What follows belongs to an exercise in optimizing a design on an open flow for small area and a short achievable clock period; a production flow would make more cautious choices. Function was checked by simulation only, so behaviour that the tests miss may differ from the original. Power figures rest on the tool's default switching activity, not on a simulated workload.

## part2
module part2 (
    clear,
    clock,
    digit,
    digit_valid,
    end_of_line,
    total,
    line_result
);
    input clear;
    input clock;
    input [3:0] digit;
    input digit_valid;
    input end_of_line;
    output [63:0] total;
    output [47:0] line_result;
    reg [47:0] x;        
    reg [39:0] ls;       
    reg [3:0] lg;        
    reg [4:1] lp;        
    reg [63:0] tot;
    integer k;
    wire [51:0] ext = {x, digit};    
    reg  [11:1] shr;     
    wire [11:0] sh = {shr, shr[1] | (x[3:0] < digit)};
    reg  [11:1] ysh;
    always @(*) begin
        ysh[11] = y[47:44] < y[43:40];
        for (k = 10; k >= 1; k = k - 1)
            ysh[k] = ysh[k + 1] | (y[4 * k +: 4] < y[4 * k - 4 +: 4]);
    end
    reg  [47:0] y;       
    always @(*)
        for (k = 0; k < 12; k = k + 1)
            y[4 * k +: 4] = sh[k] ? ext[4 * k +: 4] : ext[4 * k + 4 +: 4];
    reg [3:0] r0;    
    always @(*) case (y[3:0]) 4'd0: r0 = 4'd0; 4'd1: r0 = 4'd1; 4'd2: r0 = 4'd2; 4'd3: r0 = 4'd3; 4'd4: r0 = 4'd4; 4'd5: r0 = 4'd5; 4'd6: r0 = 4'd6; 4'd7: r0 = 4'd7; 4'd8: r0 = 4'd8; 4'd9: r0 = 4'd9; 4'd10: r0 = 4'd8; 4'd11: r0 = 4'd9; 4'd12: r0 = 4'd8; 4'd13: r0 = 4'd9; 4'd14: r0 = 4'd8; 4'd15: r0 = 4'd9; endcase
    reg [5:0] r1;    
  ...
export LEC_CHECK = 0
export ABC_AREA = 1
export CAP_MARGIN = 20
export CORE_MARGIN = 2
export CORE_UTILIZATION = 40
export SETUP_SLACK_MARGIN = 2.5
export SLEW_MARGIN = 20
create_clock -name core_clock -period 6.5 [get_ports {clock}]
standard.sh (not shown) runs the stock make flow with config.mk's settings and CLKGATE_MAP_FILE= SYNTH_SCRIPT=/design/flow/synth_recipe.tcl, a recipe that flattens the netlist after the stock synthesis.
==> flow/flow/run.sh <==
#!/bin/bash
set -euo pipefail
here=$(pwd)
rm -rf "$here/synth_scripts"
cp -r "$FLOW_HOME/scripts" "$here/synth_scripts"
cp "$here/flow/abc_area.script" "$here/synth_scripts/abc_area.script"
bash standard.sh ADDER_MAP_FILE= SCRIPTS_DIR="$here/synth_scripts" synth > synth.log 2>&1
bash standard.sh ADDER_MAP_FILE= finish > layout.log 2>&1
==> flow/flow/abc_area.script <==
strash
dch
map -D 2500
topo
stime -c
buffer -c
upsize -c -D 2500
dnsize -c -D 2500
The starting point produced a clean layout.
==> next run, changes <==
==> flow/flow/abc_area.script (replaced) <==
strash
dch
map -D 3000
topo
stime -c
buffer -c
upsize -c -D 3000
dnsize -c -D 3000
SETUP_SLACK_MARGIN = 3.0   (was 2.5)
After rerunning: Die area goes down by a few percent. Via count increases by a few percent. Cell area goes up by about a fifth. Critical path depth grows by 16. Total power came out higher by a quarter to a third. Hold slack loses 0.0068 ns. Setup slack is worse by 0.027 ns.
==> next run, changes <==
==> flow/flow/run.sh (replaced) <==
#!/bin/bash
# The standard layout (standard.sh), with these changes:
#  - synthesis leaves adders to ABC as plain gates (ADDER_MAP_FILE empty: no
#    full or half adder cells), so ABC can restructure the arithmetic;
#  - ABC's area script maps for a delay target (flow/abc_area.script) instead
#    of the unreachable default, so it can recover area off the critical paths;
set -euo pipefail
here=$(pwd)
rm -rf "$here/synth_scripts"
cp -r "$FLOW_HOME/scripts" "$here/synth_scripts"
cp "$here/flow/abc_area.script" "$here/synth_scripts/abc_area.script"
bash standard.sh ADDER_MAP_FILE= SCRIPTS_DIR="$here/synth_scripts" synth > synth.log 2>&1
export BUFFER_PORTS_ARGS="-buffer_cell sky130_fd_sc_hd__buf_2"
bash standard.sh ADDER_MAP_FILE= "BUFFER_PORTS_ARGS=$BUFFER_PORTS_ARGS" finish > layout.log 2>&1
==> flow/flow/abc_area.script (replaced) <==
strash
dch
map -D 3500
topo
stime -c
buffer -c
upsize -c -D 3500
dnsize -c -D 3500
SETUP_SLACK_MARGIN = 2.2   (was 3.0)
=> Setup slack is worse by 0.26 ns; utilization decreases by 9.0 points; hold slack barely changes.
==> next run, changes <==
==> flow/flow/abc_area.script (replaced) <==
strash
dch
map -D 3000
topo
stime -c
buffer -c
upsize -c -D 3000
dnsize -c -D 3000
CTS_BUF_LIST = sky130_fd_sc_hd__clkbuf_4 sky130_fd_sc_hd__clkbuf_8   (was default)
What happened: The new run passed the timing, design-rule and antenna checks. Register-to-register slack improved by 0.15 ns. Via count fell by 4.4%. Power fell by 14%.
==> next run, changes <==
==> flow/flow/abc_area.script (replaced) <==
strash
dch -f
map -D 3000 -A 0.9
topo
stime -c
buffer -c
upsize -c -D 3000
dnsize -c -D 3000
CTS_BUF_LIST = default   (was sky130_fd_sc_hd__clkbuf_4 sky130_fd_sc_hd__clkbuf_8)
Outcome: The changed run went through all stages and came out clean; clock-buffer cell count shrinks by 1; fmax rose by 0.82%; clock skew is lower by 0.0062 ns.

* * *

== run 1 ==
part2 again, from the RTL that the note above started with.
==> flow/config.mk <==
export PLATFORM = sky130hd
export DESIGN_NAME = part2
export DESIGN_NICKNAME = part2
export VERILOG_FILES = /design/flow/design.v
export SDC_FILE = /design/flow/constraint.sdc
export NUM_CORES = 4
export LEC_CHECK = 0
export ABC_AREA = 1
export CAP_MARGIN = 20
export CORE_MARGIN = 2
export CORE_UTILIZATION = 40
export SETUP_SLACK_MARGIN = 2.2
export SLEW_MARGIN = 20
==> flow/constraint.sdc <==
create_clock -name core_clock -period 6.5 [get_ports {clock}]
set_input_delay 1.3000 -clock core_clock [delete_from_list [all_inputs] [get_ports {clock}]]
set_output_delay 1.3000 -clock core_clock [all_outputs]
set_load 0.01 [all_outputs]
==> flow/flow/run.sh <==
#!/bin/bash
# The standard layout (standard.sh), with these changes:
#  - synthesis leaves adders to ABC as plain gates (ADDER_MAP_FILE empty: no
#    full or half adder cells), so ABC can restructure the arithmetic;
#  - ABC's area script maps for a delay target (flow/abc_area.script) instead
#    of the unreachable default, so it can recover area off the critical paths;
set -euo pipefail
here=$(pwd)
rm -rf "$here/synth_scripts"
cp -r "$FLOW_HOME/scripts" "$here/synth_scripts"
cp "$here/flow/abc_area.script" "$here/synth_scripts/abc_area.script"
bash standard.sh ADDER_MAP_FILE= SCRIPTS_DIR="$here/synth_scripts" synth > synth.log 2>&1
export BUFFER_PORTS_ARGS="-buffer_cell sky130_fd_sc_hd__buf_2"
bash standard.sh ADDER_MAP_FILE= "BUFFER_PORTS_ARGS=$BUFFER_PORTS_ARGS" finish > layout.log 2>&1
==> flow/flow/abc_area.script <==
strash
dch
map -D 3000
topo
stime -c
buffer -c
upsize -c -D 3000
dnsize -c -D 3000
For run 2, these inputs were changed with respect to run 1:
# run 1
export LEC_CHECK = 0
export ABC_AREA = 1
export CAP_MARGIN = 20
export CORE_MARGIN = 2
export CORE_UTILIZATION = 40
export SETUP_SLACK_MARGIN = 2.2
export SLEW_MARGIN = 20
create_clock -name core_clock -period 6.5 [get_ports {clock}]
# run 2
export LEC_CHECK = 0
export ABC_AREA = 1
export CAP_MARGIN = 20
export CORE_MARGIN = 2
export CORE_UTILIZATION = 40
export SETUP_SLACK_MARGIN = 3.0
export SLEW_MARGIN = 20
create_clock -name core_clock -period 6.5 [get_ports {clock}]
==> flow/run.sh (new file) <==
#!/bin/bash
# synth_recipe.tcl (not shown) runs the flow's synth.tcl, then flattens the netlist and writes it again
# the make line also repeats each setting of config.mk as NAME=value (left out here)
make -C /OpenROAD-flow-scripts/flow DESIGN_CONFIG=/design/flow/config.mk WORK_HOME=/design/flow/orfs CLKGATE_MAP_FILE= SYNTH_SCRIPT=/design/flow/synth_recipe.tcl finish
removed: flow/flow/run.sh
removed: flow/flow/abc_area.script
removed: flow/standard.sh
### Flow results
- Taking run 1 as the reference, in run 2 power dissipated in combinational cells down about 3%, end-of-flow core utilization rose 9.6 points.
- Run 2 ended up with x[37] as its origin of the worst setup path; run 1 ended up with lg[0].
- Run 2 vs run 1: power down
- Sequential fraction of the synthesis area | run 2 below run 1
- Delta (run 2 minus run 1): met3 global-route usage shrank by 0.76 points, number of global-route vias before repair has increased, transition time of the tightest slew-check pin +210 ps, post-synthesis instance area saw an increase.
Modified inputs, run 3 compared to run 2
# run 2
export LEC_CHECK = 0
export ABC_AREA = 1
export CAP_MARGIN = 20
export CORE_MARGIN = 2
export CORE_UTILIZATION = 40
export SETUP_SLACK_MARGIN = 3.0
export SLEW_MARGIN = 20
create_clock -name core_clock -period 6.5 [get_ports {clock}]
# run 3
export LEC_CHECK = 0
export ABC_AREA = 1
export CAP_MARGIN = 20
export CORE_MARGIN = 2
export CORE_UTILIZATION = 40
export SETUP_SLACK_MARGIN = 2.5
export SLEW_MARGIN = 20
create_clock -name core_clock -period 6.5 [get_ports {clock}]
==> flow/flow/run.sh (new file) <==
#!/bin/bash
# The standard layout, except that synthesis maps adders to plain gates
# (no full/half adder cells), so ABC can restructure the arithmetic.
set -euo pipefail
bash standard.sh ADDER_MAP_FILE= finish > standard_flow.log 2>&1
==> flow/standard.sh (new file) <==
#!/bin/bash
# synth_recipe.tcl (not shown) runs the flow's synth.tcl, then flattens the netlist and writes it again
# the make line also repeats each setting of config.mk as NAME=value (left out here)
make -C /OpenROAD-flow-scripts/flow DESIGN_CONFIG=/design/flow/config.mk WORK_HOME=/design/flow/orfs CLKGATE_MAP_FILE= SYNTH_SCRIPT=/design/flow/synth_recipe.tcl "${@:-finish}"
removed: flow/run.sh
==> comparison <==
Comparing run 3 and run 2, the lower total number of vias was measured on run 2.
Core utilization (run 3 over run 2): decrease, 10 points
Higher inverter count of the layout excluding clock inverters among run 3 and run 2: run 3
Run 3 gives less actual transition at the worst max-transition pin than run 2 did.
A capturing instance or port of the critical path of ls[20] is what run 2 shows, while line_result[31] belongs to run 3.
Setup slack (run 3 over run 2): increase, 810 ps
Source of the critical timing path: x[37] -> run 2, lg[0] -> run 3
[inputs] run 4 vs run 3
# run 3
export LEC_CHECK = 0
export ABC_AREA = 1
export CAP_MARGIN = 20
export CORE_MARGIN = 2
export CORE_UTILIZATION = 40
export SETUP_SLACK_MARGIN = 2.5
export SLEW_MARGIN = 20
create_clock -name core_clock -period 6.5 [get_ports {clock}]
# run 4
export LEC_CHECK = 0
export ABC_AREA = 1
export CAP_MARGIN = 20
export CORE_MARGIN = 2
export CORE_UTILIZATION = 40
export SETUP_SLACK_MARGIN = 3.5
export SLEW_MARGIN = 20
create_clock -name core_clock -period 6.5 [get_ports {clock}]
Results
Run 4 ended with every stage complete and zero timing, DRC or antenna violations. Run 4 ended with more utilization after layout than run 3. Sort run 3 and run 4 by share of cell area taken by flip-flops and latches, ascending, and run 4 comes first. The critical path endpoint comes out ls[23] in one run and line_result[31] in the other, namely in run 4 and run 3 respectively. Run 4 against run 3: power dissipated in combinational cells went up; final total power went up.
For run 5, these inputs were changed with respect to run 4:
# run 4
export LEC_CHECK = 0
export ABC_AREA = 1
export CAP_MARGIN = 20
export CORE_MARGIN = 2
export CORE_UTILIZATION = 40
export SETUP_SLACK_MARGIN = 3.5
export SLEW_MARGIN = 20
create_clock -name core_clock -period 6.5 [get_ports {clock}]
# run 5
export LEC_CHECK = 0
export ABC_AREA = 1
export CAP_MARGIN = 20
export CORE_MARGIN = 2
export CORE_UTILIZATION = 40
export SLEW_MARGIN = 20
create_clock -name core_clock -period 6.5 [get_ports {clock}]
Notes after the runs:
Diff run 4..run 5 | number of cells produced by synthesis | unchanged
Count of clock-buffer cells in the layout is higher on run 4
In the metrics for run 5 and run 4, the one carrying the higher critical path depth is run 4.
Power attributed to sequential cells delta (run 5 -> run 4): insignificant
Inputs modified between run 5 and run 6:
# run 5
export LEC_CHECK = 0
export ABC_AREA = 1
export CAP_MARGIN = 20
export CORE_MARGIN = 2
export CORE_UTILIZATION = 40
export SLEW_MARGIN = 20
create_clock -name core_clock -period 6.5 [get_ports {clock}]
# run 6
export LEC_CHECK = 0
export ABC_AREA = 1
export CAP_MARGIN = 20
export CORE_MARGIN = 2
export CORE_UTILIZATION = 65
export SETUP_SLACK_MARGIN = 2.2
export SLEW_MARGIN = 20
create_clock -name core_clock -period 6.5 [get_ports {clock}]
==> flow/flow/run.sh <==
#!/bin/bash
set -euo pipefail
here=$(pwd)
rm -rf "$here/synth_scripts"
cp -r "$FLOW_HOME/scripts" "$here/synth_scripts"
cp "$here/flow/abc_area.script" "$here/synth_scripts/abc_area.script"
bash standard.sh ADDER_MAP_FILE= SCRIPTS_DIR="$here/synth_scripts" synth > synth.log 2>&1
bash standard.sh ADDER_MAP_FILE= finish > layout.log 2>&1
==> flow/flow/abc_area.script (new file) <==
strash
dch
map -D 3000
topo
stime -c
buffer -c
upsize -c -D 3000
dnsize -c -D 3000
==> comparison <==
Note that the power recorded for run 5 amounts to 0.883 times the value seen in run 6.
Compared with run 5, run 6 shows met2 wire length that has gone down by a little under 10%.
From run 5 to run 6 the numbers moved as follows: maximum number of pins on one net before global-route repair now sits higher, logic depth of the worst path, buffers included increased 11.
Taking run 5 as the reference, in run 6 static power due to leakage lost about 25%; worst path arrival time picked up an extra 1480 ps; core utilization picked up an extra 32 points.

-- what the ideal ports hide --
Ports are ideal in the flow. The routed layouts listed here were re-timed in OpenROAD.
Step 1: set_driving_cell puts a clkbuf_16 on clock and a buf_2 on each other input, an assumption about the parent block.
Step 2 times the ports against the registers' clock, not the clock port: input delays grow and output delays shrink by t, the midpoint of the rising clock arrivals with the driver on.
a / b / c = no drivers / after step 1 / after step 2; a / b = the first two.
| run | shift t [ns] | slack for setup (ns) | hold WS [ns] | worst register clock-pin slew, ns |
|---|---|---|---|---|
| the first run of note 1 | 0.523 | 2.647 / 2.597 / 2.253 | 0.475 / 0.475 / 0.475 | 0.07 / 0.07 |
| the second run of note 1 | 0.522 | 2.620 / 2.620 / 2.499 | 0.468 / 0.468 / 0.468 | 0.07 / 0.07 |
| the third run of note 1 | 0.518 | 2.358 / 2.358 / 2.232 | 0.468 / 0.468 / 0.468 | 0.08 / 0.08 |
| the fourth run of note 1 | 0.579 | 2.494 / 2.446 / 2.251 | 0.472 / 0.472 / 0.472 | 0.11 / 0.11 |
| the fifth run of note 1 | 0.517 | 2.526 / 2.470 / 2.533 | 0.464 / 0.464 / 0.464 | 0.08 / 0.08 |
| run 1 | 0.522 | 2.536 / 2.483 / 2.267 | 0.468 / 0.468 / 0.468 | 0.08 / 0.08 |
| run 2 | 0.520 | 1.866 / 1.866 / 1.866 | 0.468 / 0.468 / 0.468 | 0.08 / 0.08 |
| run 3 | 0.522 | 2.671 / 2.618 / 2.319 | 0.466 / 0.466 / 0.466 | 0.09 / 0.09 |
| run 4 | 0.527 | 3.017 / 3.017 / 2.985 | 0.463 / 0.463 / 0.463 | 0.08 / 0.08 |
| run 5 | 0.521 | 2.171 / 2.119 / 2.269 | 0.465 / 0.465 / 0.465 | 0.09 / 0.09 |
| run 6 | 0.493 | 2.346 / 2.305 / 1.883 | 0.468 / 0.468 / 0.468 | 0.08 / 0.08 |
After both steps every run listed still meets setup and hold. For run 6, which loses most, drivers alone change the setup slack by -0.041 ns; drivers and shift together by -0.463 ns.
